Source: an optimization exercise on an open RTL-to-GDS flow (aim: small area and a short achievable clock period). Production flows keep margins and buffers that such runs may drop. RTL that was checked went through simulation tests only; none was proved equivalent to the original. Power and IR drop assume default switching activity.

// m6502_org
module m6502_org (clk, addr, dataenb, datai, datao, irq_n, nmi_n, sob_n, res_n,
   rdy, vpa, sync, we_n);
export LEC_CHECK = 0
export ABC_AREA = 1
export CAP_MARGIN = 20
export CORE_MARGIN = 2
export CORE_UTILIZATION = 40
export SLEW_MARGIN = 20
create_clock -name core_clock -period 14.0 [get_ports {clk}]
run.sh (not shown) runs the stock make flow with config.mk's settings and CLKGATE_MAP_FILE= SYNTH_SCRIPT=/design/flow/synth_recipe.tcl, a recipe that flattens the netlist after the stock synthesis.
==> next run, changes <==
--- a/flow/design.v
+++ b/flow/design.v
@@ -1768,45 +1768,63 @@
                     sreg_cen ? (sreg_up ? sreg + 8'd1 : sreg - 8'd1) : sreg;
 wire [7:0] cntil = prog_ctl[6:5] == 2'b10 ? 8'hFC :
                    prog_ctl[6:5] == 2'b01 ? 8'hFA :
                    prog_ctl[6:5] == 2'b11 ? 8'hFE :
                    prog_ctl[4] ? alu_out : hreg;
 wire [7:0] cntih = prog_ctl[6:5] != 2'b00 ? 8'hFF :
                    prog_ctl[3] ? datai : dataol;
 wire [15:0] pc_n = resetl ? 16'hFFFC :
                    (prog_ctl[2] | prog_ctl[4]) ? {cntih, cntil} :
                    prog_ctl[0] ? pc + 16'd1 : pc;
 wire [7:0] hreg_n = resetl ? 8'hFC : prog_ctl[1] ? (prog_ctl[3] ? datai : alu_out) : hreg;
 wire ld1 = syncl | resetl;
-wire [7:0] opcode_n1 = ld1 ? opcode_in : opcode;
-wire [8:1] state_n1 = ld1 ? 8'b0000_0001 : {state[7:1], 1'b0};
-wire sync_n1, vpa_n1, adh_alu_n1;
-wire [1:0] adl_sel_n1;
-wire [3:0] adh_sel_n1;
-wire [2:0] domux_sel_n1;
-op_dcd nx (.opcode(opcode_n1), .state(state_n1), .psrl(psr_d1),
+wire sync_a, vpa_a, sync_f, vpa_f;
+wire [1:0] adl_sel_a, adl_sel_f;
+wire [3:0] adh_sel_a, adh_sel_f;
+wire [2:0] domux_sel_a, domux_sel_f;
+op_dcd nxa (.opcode(opcode), .state({state[7:1], 1'b0}), .psrl(psr_d1),
    .type1_calc(type1_read), .type2_calc(type2_read), .type2_write(type2_calc),
    .type2_done(type2_write), .type3_calc(type3_read),
    .z_flag_f(alu2op[1]), .branch_carry_f(alu2op[2]),
    .reset_proc(1'b0), .nmi_proc(1'b0), .irq_proc(1'b0),
    .nmi_pend(1'b0), .irq(1'b0), .resetl(1'b0), .rdy(1'b0),
    .alu2op(6'b0), .datai(8'h00), .sob_n(1'b1), .sob_n_f(1'b1),
    .syncl(1'b0),
-   .sync_dcd(sync_n1), .vpa(vpa_n1), .we_d_n(), .alu_ctl_d(),
+   .sync_dcd(sync_a), .vpa(vpa_a), .we_d_n(), .alu_ctl_d(),
    .alu_ld(), .sreg_up(), .sreg_cen(),
-   .prog_ctl(), .rg_load(), .adl_sel(adl_sel_n1),
-   .adh_sel(adh_sel_n1), .domux_sel(domux_sel_n1), .psr_d(),
+   .prog_ctl(), .rg_load(), .adl_sel(adl_sel_a),
+   .adh_sel(adh_sel_a), .domux_sel(domux_sel_a), .psr_d(),
    .type1_read(), .type2_read(), .type3_read(),
    .opcode_ld(), .opcode_in(), .state_in(),
-   .irq_pend(), .adh_alu(adh_alu_n1));
+   .irq_pend(), .adh_alu());
+op_dcd nxf (.opcode(opcode_in), .state(8'b0000_0001), .psrl(psr_d1),
+   .type1_calc(type1_read), .type2_calc(type2_read), .type2_write(type2_calc),
+   .type2_done(type2_write), .type3_calc(type3_read),
+   .z_flag_f(alu2op[1]), .branch_carry_f(alu2op[2]),
+   .reset_proc(1'b0), .nmi_proc(1'b0), .irq_proc(1'b0),
+   .nmi_pend(1'b0), .irq(1'b0), .resetl(1'b0), .rdy(1'b0),
+   .alu2op(6'b0), .datai(8'h00), .sob_n(1'b1), .sob_n_f(1'b1),
+   .syncl(1'b0),
+   .sync_dcd(sync_f), .vpa(vpa_f), .we_d_n(), .alu_ctl_d(),
+   .alu_ld(), .sreg_up(), .sreg_cen(),
+   .prog_ctl(), .rg_load(), .adl_sel(adl_sel_f),
+   .adh_sel(adh_sel_f), .domux_sel(domux_sel_f), .psr_d(),
+   .type1_read(), .type2_read(), .type3_read(),
+   .opcode_ld(), .opcode_in(), .state_in(),
+   .irq_pend(), .adh_alu());
+wire sync_n1 = ld1 ? sync_f : sync_a;
+wire vpa_n1 = ld1 ? vpa_f : vpa_a;
+wire [1:0] adl_sel_n1 = ld1 ? adl_sel_f : adl_sel_a;
+wire [3:0] adh_sel_n1 = ld1 ? adh_sel_f : adh_sel_a;
+wire [2:0] domux_sel_n1 = ld1 ? domux_sel_f : domux_sel_a;
 wire sync_b, vpa_b;
 wire [1:0] adl_sel_b;
 wire [3:0] adh_sel_b;
 wire [2:0] domux_sel_b;
 op_dcd brk (.opcode(8'h00), .state(state), .psrl(psrl),
    .type1_calc(type1_calc), .type2_calc(type2_calc), .type2_write(type2_write),
    .type2_done(type2_done), .type3_calc(type3_calc),
    .z_flag_f(z_flag_f), .branch_carry_f(branch_carry_f),
    .reset_proc(1'b0), .nmi_proc(1'b0), .irq_proc(1'b0),
    .nmi_pend(1'b0), .irq(1'b0), .resetl(1'b0), .rdy(1'b0),
    .alu2op(6'b0), .datai(8'h00), .sob_n(1'b1), .sob_n_f(1'b1),
    .syncl(1'b0),
=>
- The new run produced a clean layout
- clock power is about the same
- hold slack gets worse by 0.029 ns
- clock skew climbs by 0.0036 ns
- synthesized cell count drops by 3.3%
- clock-buffer cell count is higher by 2
- power is lower by 3.8%
- first-iteration DRC count is higher by 18%
- via count drops by 1.9%
- setup slack is better by 0.047 ns
- design area shrinks by 1.7%
- sequential cell count stays the same
Only the layout flow was run in the second run of this note; the RTL was not checked for function there.

## re-timing with driven ports
In the flow no input, the clock included, has a driving cell. The finished layouts below were timed again as built, in two steps.
Step 1 assumes that a clkbuf_16 drives the clock port and a buf_2 every other input.
Step 2, shift: input delay + t, output delay - t, t = (earliest + latest rising clock arrival at the registers) / 2. This alone moves slack from input paths to output paths.
Three values: ideal, step 1, step 2; two values: the first two.
run	shift t [ns]	setup slack, ns	worst setup path after step 2
the first run	0.500	7.551 / 7.495 / 7.407	input to register
the second run	0.485	7.598 / 7.545 / 8.011	input to register
After both steps every run listed still meets setup and hold. For the first run, which loses most, drivers alone change the setup slack by -0.056 ns; drivers and shift together by -0.144 ns.
